Background: an optimization exercise with open tools, aiming at small area. Do not read the settings as production practice.
The RTL of this run was laid out without a check of its function.

==> flow/design.v <==
package AggrCDMAPkg;
    parameter int CDMA_CODE_WIDTH = 16;                      
    parameter int NUM_PORTS       = CDMA_CODE_WIDTH;         
    parameter int DATA_WIDTH      = 8;                       
    parameter int LOG_CODE_WIDTH  = $clog2(CDMA_CODE_WIDTH-1); 
    parameter int COUNTER_WIDTH   = $clog2(CDMA_CODE_WIDTH-1);   
    parameter logic [CDMA_CODE_WIDTH*CDMA_CODE_WIDTH-1:0] CDMA_CODES    
                   = { 16'd0,
                       16'd21845,
                       16'd13107,
                       16'd26214,
                       16'd3855,
                       16'd23130,
                       16'd15420,
                       16'd26985,
                       16'd255,
                       16'd21930,
                       16'd13260,
                       16'd26265,
                       16'd4080,
                       16'd23205,
                       16'd15555,
                       16'd27030};
    typedef   logic [DATA_WIDTH-1:0] dataWord;  
endpackage
import AggrCDMAPkg::*;
module encoder 
	#(
	parameter CODE_NUM = 0
	) (
	input clk,     
	input rst,   
	input  logic rotate_code,
	input  logic [COUNTER_WIDTH-1:0] counter,
	input  logic [DATA_WIDTH-1:0] data,
	output logic [DATA_WIDTH-1:0] encoded,
	output logic chip 
);
logic [CDMA_CODE_WIDTH-1:0] code_reg;
always_ff @(posedge clk) begin : proc_code_reg
	if(counter == {COUNTER_WIDTH{1'b1}}) begin
		code_reg <= CDMA_CODES[(CDMA_CODE_WIDTH-1-CODE_NUM)*CDMA_CODE_WIDTH +: CDMA_CODE_WIDTH];
	end else if(rotate_code) begin		 
		code_reg <= {code_reg[0], code_reg[CDMA_CODE_WIDTH-1:1]};	
	end
end
assign encoded = data ^ {(DATA_WIDTH){code_reg[0]}};
assign chip = code_reg[0];
endmodule
import AggrCDMAPkg::*;
module adder(
	input  logic clk,
	input  logic [NUM_PORTS-1:0] spreadingChips,
	input  logic [NUM_PORTS-1:0][DATA_WIDTH-1:0] encoded,
	output logic [DATA_WIDTH+LOG_CODE_WIDTH-1 :0] sum
);
logic [NUM_PORTS/2  -1:0][DATA_WIDTH+1:0] sum_stage1;
logic [NUM_PORTS/4  -1:0][DATA_WIDTH+2:0] sum_stage2;
logic [NUM_PORTS/8  -1:0][DATA_WIDTH+3:0] sum_stage3;
logic [DATA_WIDTH+4:0] sum_stage4;    
always_ff@(posedge clk) begin : proc_adder_stage1
	for (int i = 0; i < NUM_PORTS; i=i+2) begin    
		sum_stage1[i/2] <= {{2{encoded[i][DATA_WIDTH-1]}}, encoded[i]} + {{2{encoded[i+1][DATA_WIDTH-1]}}, encoded[i+1]} + spreadingChips[i] + spreadingChips[i+1];
	end
end
always_ff@(posedge clk) begin : proc_adder_stage2
	for (int i = 0; i < NUM_PORTS/2; i=i+2) begin  
		sum_stage2[i/2] <= {sum_stage1[  i][DATA_WIDTH+1], sum_stage1[  i]} 
						+ {sum_stage1[i+1][DATA_WIDTH+1], sum_stage1[i+1]};
	end
end
always_ff@(posedge clk) begin : proc_adder_stage3
	for (int i = 0; i < NUM_PORTS/4; i=i+2) begin  
		sum_stage3[i/2] <= {sum_stage2[  i][DATA_WIDTH+2], sum_stage2[  i]} 
						+ {sum_stage2[i+1][DATA_WIDTH+2], sum_stage2[i+1]};
	end
end
generate 
	if (CDMA_CODE_WIDTH==16) begin
		always_ff@(posedge clk) begin : proc_adder_stage4
			sum_stage4 <= {sum_stage3[0][DATA_WIDTH+3], sum_stage3[0]} 
						+ {sum_stage3[1][DATA_WIDTH+3], sum_stage3[1]};
		end
		assign sum = sum_stage4[DATA_WIDTH+LOG_CODE_WIDTH-1:0];
	end else begin
		assign sum = sum_stage3[0][DATA_WIDTH+LOG_CODE_WIDTH-1:0];
	end
endgenerate
endmodule  
import AggrCDMAPkg::*;
module decoder 	#(
	parameter CODE_NUM = 0
	) (
	input clk,     
	input rst,   
	input  logic rotate_code,
	input  logic [COUNTER_WIDTH-1:0] counter,
	input  logic [DATA_WIDTH+LOG_CODE_WIDTH-1:0] channel,
	output logic [DATA_WIDTH-1:0] decoded
);
logic [CDMA_CODE_WIDTH-1:0] code_reg;
logic [DATA_WIDTH + 2*LOG_CODE_WIDTH -2:0] acc, acc_input, srcA, srcB;
logic chip, srcC;
always_ff @(posedge clk) begin : proc_code_reg
	if(counter == {COUNTER_WIDTH{1'b1}}) begin
		code_reg <= CDMA_CODES[(CDMA_CODE_WIDTH-1-CODE_NUM)*CDMA_CODE_WIDTH +: CDMA_CODE_WIDTH];
	end else if(rotate_code) begin		 
		code_reg <= {code_reg[0], code_reg[CDMA_CODE_WIDTH-1:1]};	
	end
end
always@(posedge clk) begin
    acc = acc_input;
end
assign chip = code_reg[0];
always@(*) begin
    if(chip == 0) begin
        srcB = {1'b0, channel};
        srcC = 0;
    end else begin
        srcB = {1'b0, ~channel};
        srcC = 1;
    end
    if(counter == 0)
    	srcA = 0;
    else
    	srcA = acc;
end
assign acc_input = srcA + srcB + srcC;
assign decoded = acc >> LOG_CODE_WIDTH;
endmodule
import AggrCDMAPkg::*;
module acdma_top (
	input  clk,    	 
	input  rst, 	 
	input  logic [NUM_PORTS*DATA_WIDTH-1:0] data_in,
	output logic [NUM_PORTS*DATA_WIDTH-1:0] decoded_out
);
logic [NUM_PORTS-1:0][DATA_WIDTH-1:0] data, decoded;
assign data        = data_in;
assign decoded_out = decoded;
logic [NUM_PORTS-1:0][DATA_WIDTH-1:0] encoded, encoded_reg1;
logic [NUM_PORTS-1:0] spreadingChips, spreadingChips_reg1;
logic [COUNTER_WIDTH-1:0] counter, counter_reg1, counter_reg2, counter_reg3, counter_reg4;
logic [COUNTER_WIDTH-1:0] counter1_reg4;  
logic [COUNTER_WIDTH-1:0] decoder_counter, decoder_counter1;
logic [DATA_WIDTH+LOG_CODE_WIDTH-1:0] channel;
logic rotate_code;
genvar x;
always_ff @(posedge clk) begin : proc_counter
	if(rst) begin
		counter  <= -1;
	end else begin
		counter  <= counter + 1;
	end
end
generate
	for ( x = 0; x < NUM_PORTS; x++) begin
		encoder #(
			.CODE_NUM(x)
		) encoder (
			.clk(clk),
			.rst(rst),
			.rotate_code(rotate_code),
			.counter(counter),
			.data(data[x]),
			.encoded(encoded[x]),
			.chip(spreadingChips[x])
		);
	end
endgenerate
assign rotate_code = 1'b1;
always_ff@(posedge clk) begin 
	encoded_reg1 <= encoded;
	counter_reg1 <= counter;
	spreadingChips_reg1 <= spreadingChips;
end
adder adder (
	.clk(clk),
	.spreadingChips(spreadingChips_reg1),
	.encoded(encoded_reg1),
	.sum(channel)
);
always_ff@(posedge clk) begin 
	counter_reg2  <= counter_reg1;
	counter_reg3  <= counter_reg2;
	counter_reg4  <= counter_reg3;
	counter1_reg4 <= counter_reg3;
end
generate
	if (CDMA_CODE_WIDTH==16) begin
		logic [COUNTER_WIDTH-1:0] counter_reg5, counter1_reg5;
		always_ff@(posedge clk) begin 
			counter_reg5  <= counter_reg4;
			counter1_reg5 <= counter_reg4;
		end
		assign decoder_counter  = counter_reg5;
		assign decoder_counter1 = counter1_reg5;
	end else begin
		assign decoder_counter  = counter_reg4;
		assign decoder_counter1 = counter1_reg4;
	end
endgenerate
generate
	for ( x = 0; x < NUM_PORTS/2; x++) begin
		decoder #(
		.CODE_NUM(x)
		) decoder (
		.clk(clk),     
		.rst(rst),   
		.rotate_code(rotate_code),
		.counter(decoder_counter),
		.channel(channel),
		.decoded(decoded[x])
		);
	end
	for ( x = NUM_PORTS/2; x < NUM_PORTS; x++) begin
		decoder #(
		.CODE_NUM(x)
		) decoder (
		.clk(clk),     
		.rst(rst),   
		.rotate_code(rotate_code),
		.counter(decoder_counter1),
		.channel(channel),
		.decoded(decoded[x])
		);
	end
endgenerate
endmodule
==> flow/run.sh <==
#!/bin/bash
# synth_recipe.tcl (not shown) runs the flow's synth.tcl, then flattens the netlist and writes it again
# the make line also repeats each setting of config.mk as NAME=value (left out here)
make -C /OpenROAD-flow-scripts/flow DESIGN_CONFIG=/design/flow/config.mk WORK_HOME=/design/flow/orfs CLKGATE_MAP_FILE= SYNTH_SCRIPT=/design/flow/synth_recipe.tcl finish
==> flow/config.mk <==
export PLATFORM = sky130hd
export DESIGN_NAME = acdma_top
export DESIGN_NICKNAME = acdma_top
export VERILOG_FILES = /design/flow/design.v
export SDC_FILE = /design/flow/constraint.sdc
export NUM_CORES = 4
export LEC_CHECK = 0
export CAP_MARGIN = 20
export CORE_MARGIN = 2
export CORE_UTILIZATION = 40
export PLACE_DENSITY = 0.6
export SLEW_MARGIN = 20
==> flow/constraint.sdc <==
create_clock -name core_clock -period 4.0 [get_ports {clk}]
set_input_delay 0.8000 -clock core_clock [delete_from_list [all_inputs] [get_ports {clk}]]
set_output_delay 0.8000 -clock core_clock [all_outputs]
set_load 0.01 [all_outputs]
==> results.yml <==
clock_tree:
  numCtsBuffers: 108
  cts.repair.resized: 0
  h-tree-depth: 3
  clock_latency_ns: 0.69
  clk_pin_slew_ns: 0.06
  cts_tree: "built"
  root_buffer: "clkbuf_16"
  clock_path_buffers: 3
  cts_setup_buffers: 0
  clock-sinks: 1032
  ctsHoldBuffers: 0
final_layout:
  final_area_um2: 50500
  nets: 4788
  drive_gt1_share_pct: 6.41
  largest_register_ffs: 256
  antennaDiodeCount: 0
  syn_to_final_growth_pct: 16.0
synth:
  synth_edf_count: 0
  synth_cells: 4192
  yosys.area.top_type: "dfxtp_1"
  synth_flop_cell: "dfxtp_1"
  synth_top_area_share_pct: 47.4
  synth-seq-cells: 1032
  synthMostInstantiatedCell: "dfxtp_1"
  avgSynthCellArea_um2: 10.4
  synth.distinct_cells: 79
  async_flop_share_pct: 0
  seq_area_frac_synth_pct: 47.4
  ys_warn_count: 34
  synth_area_um2: 43500
  yosys-top-cells-area: "dfxtp_1 47%, ha_1 8.8%, xor2_1 7.7%"
  syn_nets: 4667
  synth_common_cells: "1032 x dfxtp_1, 440 x and2_1, 384 x xor2_1"
critical_path:
  worstPathRequired_ns: 4.57
  path_delay_family: "simple AND/OR/NAND/NOR gates"
  cp.arrival_ns: 4.00
  ff2ff_setup_slack_ns: 0.57
  crit_end: "genblk4[13].decoder.acc[11]$_DFF_P_"
  crit_path_start_kind: "flop"
  endpoint_kind: "flop"
  slowest_delay_ns: 0.72
  reg2reg_from: "genblk2.counter1_reg5[0]$_DFF_P_"
  path_cells: "or4_4 -> buf_12 -> buf_4 -> and2_1 -> ha_1 -> or2_2 -> a221o_1 -> a41oi_2 -> nand3b_1 -> a31oi_1 -> xnor2_1"
  crit_path_max_fanout: 107
  cp.depth: 11
  rr_worst_depth: 11
  slowest_stage: "or4_4"
  path_class: "reg2reg"
  path_buf_inv: 2
  cp-startpoint: "genblk2.counter1_reg5[0]$_DFF_P_"
  r2r-end: "genblk4[13].decoder.acc[11]$_DFF_P_"
timing:
  slew_headroom_pct: 24.5
  rsz0062_at_grt: "no"
  fin_crit_sh_pct: 85.9
  finalMaxSlewViolations: 0
  period_needed_ns: 3.43
  finalSetupTns_ns: 0
  setup_viol_count_final: 0
  max_freq_mhz: 291
  hold_viol: 0
  worst_pin_slew_ns: 1.13
  skew_ns: 0.0296
run:
  maxCapViolations: 0
grt:
  grt_max_degree: 226
  gr-usage-all-layers_pct: 14.9
  grt_antenna_before_repair: 3
  grt_first_pass_wirelength_um: 136000
  grt-ovfl-total: 0
  first_global_vias: 26600
routing:
  wl_per_cell_um: 14.3
  num_vias: 27100
  ant_nets: 0
  viasPerCell: 4.66
  wl_um: 82900
  dr.pass1.iters: 7
  post-route-drc-count: 0
  drt_iter0_drc: 1161
floorplanning:
  ioPinCount: 258
  coreArea_um2: 108000
  initial_utilization_pct: 40.2
  die_area_um2: 112000
  die_w_um: 334
  rows: 121
  die_y_um: 334
placed_design:
  dp_hpwl_um: 56600
  io_buffer_count: 257
  place_area_um2: 46700
  gp_congestion: 0.844
worst_hold_path:
  min_path_cells: 0
  hold_path_class: "reg2reg"
  holdCritStartpoint: "counter_reg1[0]$_DFF_P_"
run_status:
  outcome: "finished clean"
routing by layer:
layer	up-vias	GRT usage, %	routed length (µm)
met5	-	0	15
met4	2	4.95	2320
met3	152	2.80	3540
met2	430	24.0	36500
met1	12400	19.9	40500
li1	14100	-	-
how the worst min path moves through the flow:
stage                         endpoint  slack [ns]
2_1_floorplan  counter_reg2[0]$_DFF_P_        0.31
3_3_place_gp   counter_reg2[3]$_DFF_P_        0.31
3_5_place_dp   counter_reg2[0]$_DFF_P_        0.31
4_1_cts        counter_reg2[3]$_DFF_P_        0.33
5_1_grt        counter_reg4[0]$_DFF_P_        0.33
6_report       counter_reg2[0]$_DFF_P_        0.33
cells by family (layout without fill, tap and decap cells):
family | Yosys count | after routing | synth area share, %
AO/OA/AOI/OAI | 605 | 605 | 9.09
XOR/XNOR | 626 | 626 | 12.6
adder cells (fa/ha/maj) | 345 | 345 | 10.6
buffers and inverters | 404 | 611 | 4.60
flip-flops | 1032 | 1032 | 47.4
multiplexers | 3 | 3 | 0.0718
AND/OR/NAND/NOR | 1177 | 1177 | 15.6
layout make-up:
type | count | area [µm²]
Fill cell | 10100 | 57900
Multi-Input combinational cell | 2756 | 20900
Sequential cell | 1032 | 20700
Clock buffer | 141 | 3070
Timing Repair Buffer | 294 | 2930
Tap cell | 1414 | 1770
Clock inverter | 55 | 733
Inverter | 121 | 454
stage by stage:
stage | instances | setup slack (ns) | hold slack (ns) | util, %
detailed placement | 5617 | 0.582 | 0.312 | 43.1
floorplan | 4192 | 0.802 | 0.310 | -
finish | 5813 | 0.566 | 0.325 | 46.6
global placement | 5617 | 0.608 | 0.314 | 43.1
global route | 5813 | 0.355 | 0.329 | 46.6
CTS | 5813 | 0.545 | 0.326 | 46.6
layout by cell type, fill, tap and decap left out, drive strengths merged, types with 22 or more instances in the layout:
cell and instances:
nor2 97, fa 39, nor3 37, buf 37, nand2 127, ha 306
a21boi 24, inv 125, xor2 384, xnor2 242, or3 22, clkbuf 141
o21bai 25, a31oi 25, and2 440, nand3 40, nor4 36, a21oi 197
a21o 59, nand2b 261, dfxtp 1032, o21ai 118, clkinv 31, clkdlybuf4s50 257

[static timing again, ports no longer ideal]
No port has a modelled driver above. Below, the same layout with a new extraction and two added sets of constraints. Step 1 (the two cells are an assumption about what drives the block):
set clk [get_ports {clk}]
set_driving_cell -lib_cell sky130_fd_sc_hd__clkbuf_16 $clk
set_driving_cell -lib_cell sky130_fd_sc_hd__buf_2 [delete_from_list [all_inputs] $clk]
Step 2 times the ports against the registers' clock, not the clock port: input delays grow and output delays shrink by t, the midpoint of the rising clock arrivals with the driver on. Three values: ideal, step 1, step 2; two values: the first two.
t (ns): 0.746
setup slack, ns: 0.566 / 0.566 / 0.566
worst slew at a driven data input, ns: 0.13
After both steps this run still meets setup and hold. The setup slack of this run moves by 0.000 ns with the drivers and by 0.000 ns with both steps.
